From an optimization exercise on the open Yosys and OpenROAD flow, aimed at small area; shortcuts taken in it are not production practice.
Function was checked by simulation only, so behaviour that the tests miss may differ from the original.
Power is estimated from default activity; no workload was simulated.

==> wip/garnet: inputs <==
==> flow/design.v <==
`timescale 1ns / 1ps
module Top_Level(
    input           clk,
    input           rst,
    input           incdec1,
    input           incdec2,
    output          h_sync,
    output          v_sync,
    output  [11:0]  RGB
    );
    reg Qmeta, Qok;
    always @(posedge clk, posedge rst)
        if (rst) Qmeta <= 1'b0;
        else     Qmeta <= 1'b1;
    always @(posedge clk)
        Qok <= Qmeta;
    wire srst = ~(Qmeta & Qok);
    reg [1:0] J;
    always @(posedge clk)
        if (srst) J <= 2'b00;
        else      J <= {J[0], ~J[1]};
    wire pen = J[1] & ~J[0];
    reg [15:0] T;
    wire z15 = ~|T[14:0];
    wire tick = z15 & ~T[15];
    always @(posedge clk)
        if (srst) T <= 16'h9e21;
        else      T <= {T[14:0], T[15] ^ T[13] ^ T[12] ^ T[10] ^ z15};
    function [8:0] sub8(input [7:0] a, input [7:0] b);
        integer i;
        reg br;
        begin
            br = 1'b0;
            for (i = 0; i < 8; i = i + 1) begin
                sub8[i] = a[i] ^ b[i] ^ br;
                br = (~a[i] & b[i]) | (~(a[i] ^ b[i]) & br);
            end
            sub8[8] = br;
        end
    endfunction
    function [9:0] inc10(input [9:0] v, input en);
        integer i;
        reg c;
        begin
            c = en;
            for (i = 0; i < 10; i = i + 1) begin
                inc10[i] = v[i] ^ c;
                c = c & v[i];
            end
        end
    endfunction
    function [7:0] updn8(input [7:0] v, input dn, input en);
        integer i;
        reg c;
        begin
            c = en;
            for (i = 0; i < 8; i = i + 1) begin
                updn8[i] = v[i] ^ c;
                c = c & (v[i] ^ dn);
            end
        end
    endfunction
    reg [9:0] x, y;
    wire x_end = x[9] & x[8] & (&x[4:0]);    
    wire y_end = y[9] & y[3] & y[2];         
    always @(posedge clk)
        if (srst | (pen & x_end)) x <= 10'd0;
        else x <= inc10(x, pen);
    always @(posedge clk)
        if (srst | (pen & x_end & y_end)) y <= 10'd0;
        else y <= inc10(y, pen & x_end);
    assign h_sync = ~(x[9] & ~x[8] & x[7] & (x[6] | x[5] | x[4]) & ~(x[6] & x[5] & x[4]));
    assign v_sync = ~(y[8] & y[7] & y[6] & y[5] & ~y[4] & y[3] & ~y[2] & y[1]);
    wire vid = (~x[9] | (~x[8] & ~x[7])) & ~y[9] & ~(y[8] & y[7] & y[6] & y[5]);
    reg [6:0] k1, k2;    
    reg [7:0] a;         
    reg [6:0] w;         
    reg gr, gd;          
    wire k1_max = k1[6] & k1[5] & k1[2] & k1[1];    
    wire k2_max = k2[6] & k2[5] & k2[2] & k2[1];
    wire k1_min = ~|k1;
    wire k2_min = ~|k2;
    wire [6:0] kh = a[7] ? k1 : k2;
    wire [8:0] dh = sub8({1'b0, w}, {1'b0, kh});
    wire hin = ~dh[8] & ~dh[7] & ~dh[6] & ~dh[5] & (dh[4] ? ~|dh[3:1] : |dh[3:0]);   
    wire hit1 = (a == 8'd148) & hin;
    wire hit2 = (a == 8'd9)   & hin;
    wire [7:0] k1n = updn8({1'b0, k1}, incdec1, tick & (incdec1 ? ~k1_min : ~k1_max));
    wire [7:0] k2n = updn8({1'b0, k2}, incdec2, tick & (incdec2 ? ~k2_min : ~k2_max));
    wire [7:0] an  = updn8(a, ~gr, tick);
    wire [7:0] wn  = updn8({1'b0, w}, ~gd, tick);
    wire w_top = w == 7'd0;
    wire w_bot = w == 7'd118;
    always @(posedge clk) begin
        k1 <= srst ? 7'd51 : k1n[6:0];
        k2 <= srst ? 7'd51 : k2n[6:0];
        a  <= srst ? 8'd9  : an;
        w  <= srst ? 7'd0  : wn[6:0];
        gd <= srst | (tick & w_top) | (gd & ~(tick & w_bot));
        gr <= srst | (tick & hit2) | (gr & ~(tick & hit1));
    end
    wire [7:0] mx = x[9:2];
    wire [7:0] my = y[9:2];
    wire [1:0] rx = x[1:0];
    wire [1:0] ry = y[1:0];
    wire [6:0] kd = x[9] ? k1 : k2;
    wire [8:0] dp = sub8(my, {1'b0, kd});
    wire pin = ~dp[8] & ~dp[7] & ~dp[6] & ~dp[5] & (~dp[4] | ~|dp[3:1]) & ~(~|dp[7:0] & ~|ry);   
    wire p1 = (mx == 8'd150) & pin;
    wire p2 = (mx == 8'd8)   & pin;
    wire [8:0] dx = sub8(mx, a);
    wire bx = ~dx[8] & ~|dx[7:1] & (dx[0] | |rx);
    wire [8:0] dy = sub8(my, {1'b0, w});
    wire by = ~dy[8] & ~|dy[7:2] & (dy[1] ? (~dy[0] & ~ry[1]) : (dy[0] | |ry));
    wire ball = vid & bx & by;
    wire red = p1 | p2 | ball;
    assign RGB = {{4{red}}, {4{p1}}, {4{p2}}};
endmodule
==> flow/run.sh <==
#!/bin/bash
# synth_recipe.tcl (not shown) runs the flow's synth.tcl, then flattens the netlist and writes it again
# the make line also repeats each setting of config.mk as NAME=value (left out here)
make -C /OpenROAD-flow-scripts/flow DESIGN_CONFIG=/design/flow/config.mk WORK_HOME=/design/flow/orfs CLKGATE_MAP_FILE= SYNTH_SCRIPT=/design/flow/synth_recipe.tcl finish
==> flow/config.mk <==
export PLATFORM = sky130hd
export DESIGN_NAME = Top_Level
export DESIGN_NICKNAME = Top_Level
export VERILOG_FILES = /design/flow/design.v
export SDC_FILE = /design/flow/constraint.sdc
export NUM_CORES = 4
export LEC_CHECK = 0
export CAP_MARGIN = 20
export CORE_MARGIN = 2
export CORE_UTILIZATION = 40
export SLEW_MARGIN = 20
==> flow/constraint.sdc <==
create_clock -name core_clock -period 10.0 [get_ports {clk}]
set_input_delay 2.0000 -clock core_clock [delete_from_list [all_inputs] [get_ports {clk}]]
set_output_delay 2.0000 -clock core_clock [all_outputs]
set_load 0.01 [all_outputs]
==> inputs of wip/violet, as changes to wip/garnet <==
--- a/flow/design.v
+++ b/flow/design.v
@@ -21,10 +21,4 @@
         else      J <= {J[0], ~J[1]};
     wire pen = J[1] & ~J[0];
-    reg [15:0] T;
-    wire z15 = ~|T[14:0];
-    wire tick = z15 & ~T[15];
-    always @(posedge clk)
-        if (srst) T <= 16'h9e21;
-        else      T <= {T[14:0], T[15] ^ T[13] ^ T[12] ^ T[10] ^ z15};
     function [8:0] sub8(input [7:0] a, input [7:0] b);
         integer i;
@@ -37,4 +31,15 @@
             end
             sub8[8] = br;
+        end
+    endfunction
+    function [8:0] inc9(input [8:0] v, input en);
+        integer i;
+        reg c;
+        begin
+            c = en;
+            for (i = 0; i < 9; i = i + 1) begin
+                inc9[i] = v[i] ^ c;
+                c = c & v[i];
+            end
         end
     endfunction
@@ -62,6 +67,12 @@
     endfunction
     reg [9:0] x, y;
-    wire x_end = x[9] & x[8] & (&x[4:0]);    
+    wire x_lo = &x[4:0];
+    wire x_end = x[9] & x[8] & x_lo;         
     wire y_end = y[9] & y[3] & y[2];         
+    reg [8:0] T;
+    always @(posedge clk)
+        if (srst) T <= 9'd0;
+        else T <= inc9(T, pen & x_lo);
+    wire tick = pen & (x[4:0] == 5'd26) & (T == 9'hDC);
     always @(posedge clk)
         if (srst | (pen & x_end)) x <= 10'd0;
@@ -81,9 +92,7 @@
     wire k1_min = ~|k1;
     wire k2_min = ~|k2;
-    wire [6:0] kh = a[7] ? k1 : k2;
-    wire [8:0] dh = sub8({1'b0, w}, {1'b0, kh});
-    wire hin = ~dh[8] & ~dh[7] & ~dh[6] & ~dh[5] & (dh[4] ? ~|dh[3:1] : |dh[3:0]);   
-    wire hit1 = (a == 8'd148) & hin;
-    wire hit2 = (a == 8'd9)   & hin;
+    reg hf;
+    wire hit1 = (a == 8'd148) & hf;
+    wire hit2 = (a == 8'd9)   & hf;
     wire [7:0] k1n = updn8({1'b0, k1}, incdec1, tick & (incdec1 ? ~k1_min : ~k1_max));
     wire [7:0] k2n = updn8({1'b0, k2}, incdec2, tick & (incdec2 ? ~k2_min : ~k2_max));
@@ -104,7 +113,13 @@
     wire [1:0] rx = x[1:0];
     wire [1:0] ry = y[1:0];
-    wire [6:0] kd = x[9] ? k1 : k2;
-    wire [8:0] dp = sub8(my, {1'b0, kd});
-    wire pin = ~dp[8] & ~dp[7] & ~dp[6] & ~dp[5] & (~dp[4] | ~|dp[3:1]) & ~(~|dp[7:0] & ~|ry);   
+    wire hbl = x[9] & (x[8] | x[7]);         
+    wire ksel = hbl ? a[7] : x[9];
+    wire [6:0] kd = ksel ? k1 : k2;
+    wire [7:0] m_in = hbl ? {1'b0, w} : my;
+    wire [1:0] r_in = hbl ? 2'b00 : ry;
+    wire [8:0] dp = sub8(m_in, {1'b0, kd});
+    wire pin = ~dp[8] & ~dp[7] & ~dp[6] & ~dp[5] & (~dp[4] | ~|dp[3:1]) & ~(~|dp[7:0] & ~|r_in);   
+    always @(posedge clk)
+        if (hbl) hf <= pin;
     wire p1 = (mx == 8'd150) & pin;
     wire p2 = (mx == 8'd8)   & pin;
==> flow/flow/run.sh (new file) <==
#!/bin/bash
# Own layout flow: the standard ORFS flow, with
#  - synthesis: the standard synthesis script, but ABC optimises for area
#    (area.abc: deepsyn, then amap) and Yosys's full/half adder extraction is
#    skipped, so ABC sees the adders as plain logic; the registers are mapped
#    exactly as in the standard synthesis (ABC runs on the logic only)
#  - clkbuf_8 clock-tree buffers and no dummy clock loads
#  - buf_1 port buffers
# Every tool's output goes to a log file in this folder.
set -euo pipefail
WORK=$(pwd)
FLOWDIR=$(cd "$(dirname "${BASH_SOURCE[0]}")" && pwd)

cat > "$WORK/own_synth.tcl" <<EOT
proc abc {args} {
  set i [lsearch \$args -script]
  if { \$i >= 0 } { lset args [expr {\$i + 1}] $FLOWDIR/area.abc }
  yosys abc {*}\$args
}
proc extract_fa {args} { }
source $WORK/synth_recipe.tcl
EOT

CTS="-sink_clustering_enable -repair_clock_nets -dont_use_dummy_load -buf_list {sky130_fd_sc_hd__clkbuf_8}"
bash "$WORK/standard.sh" \
  SYNTH_SCRIPT="$WORK/own_synth.tcl" \
  CTS_ARGS="${X_CTS_ARGS:-$CTS}" \
  BUFFER_PORTS_ARGS="-buffer_cell sky130_fd_sc_hd__buf_1" \
  ${X_EXTRA:-} \
  finish > "$WORK/orfs_make.log" 2>&1
==> flow/flow/area.abc (new file) <==
strash
&get -n
&deepsyn -J 100 -T 100
&put
dch -f
amap
topo
stime -c
==> flow/standard.sh (new file) <==
#!/bin/bash
# synth_recipe.tcl (not shown) runs the flow's synth.tcl, then flattens the netlist and writes it again
# the make line also repeats each setting of config.mk as NAME=value (left out here)
make -C /OpenROAD-flow-scripts/flow DESIGN_CONFIG=/design/flow/config.mk WORK_HOME=/design/flow/orfs CLKGATE_MAP_FILE= SYNTH_SCRIPT=/design/flow/synth_recipe.tcl "${@:-finish}"
removed: flow/run.sh
==> run notes <==
Reg-to-reg slack, setup: wip/violet 6390 ps; wip/garnet 5660 ps
Power drawn by the clock network: wip/violet 0.000170 W; wip/garnet 0.000292 W
Nets: wip/violet 518; wip/garnet 526
Worst setup skew after layout: wip/violet 17.0 ps; wip/garnet 8.06 ps
Result of the run: wip/violet finished clean; wip/garnet finished clean
Clock buffer count: wip/violet 9; wip/garnet 10
Fraction of synthesized cell area in xor and xnor cells: wip/violet 0%; wip/garnet 3.14%
Count of non-CTS buffers in the layout: wip/violet 18; wip/garnet 19
Mapped Area: wip/violet 0.00353 mm^2; wip/garnet 0.00466 mm^2
Largest stage delay on the critical path: wip/violet 720 ps; wip/garnet 670 ps
Met1 Usage GRT: wip/violet 25.3%; wip/garnet 21.6%
Via Count: wip/violet 3,443; wip/garnet 3,462
Worst Slack Setup Final: wip/violet 3520 ps; wip/garnet 2640 ps
Number of buffer and inverter instances along the worst setup path: wip/violet 2; wip/garnet 3
Start point of the worst min-delay path: wip/violet Qmeta$_DFF_PP0_; wip/garnet J[1]$_SDFF_PN0_
Number of well taps: wip/violet 108; wip/garnet 143
End of the critical path: wip/violet RGB[8]; wip/garnet RGB[5]

separate check: timing with driven ports:
Ports are ideal in the flow. The routed layouts listed here were re-timed in OpenROAD. Step 1, drivers: a clkbuf_16 drives clk and a buf_2 each remaining input, both assumed. Step 2, shift: input delay + t, output delay - t, t = (earliest + latest rising clock arrival at the registers) / 2. This alone moves slack from input paths to output paths. a / b / c = no drivers / after step 1 / after step 2; a / b = the first two.
run | t, ns | slack for setup (ns) | worst hold slack (ns) | slew at the worst register clock pin (ns) | cell pins on the clock port's net
wip/garnet | 0.370 | 2.638 / 2.603 / 2.973 | 0.459 / 0.459 / 0.459 | 0.06 / 0.06 | 1
wip/violet | 0.373 | 3.520 / 3.491 / 3.864 | 0.372 / 0.372 / 0.372 | 0.07 / 0.07 | 1
After both steps every run listed still meets setup and hold.
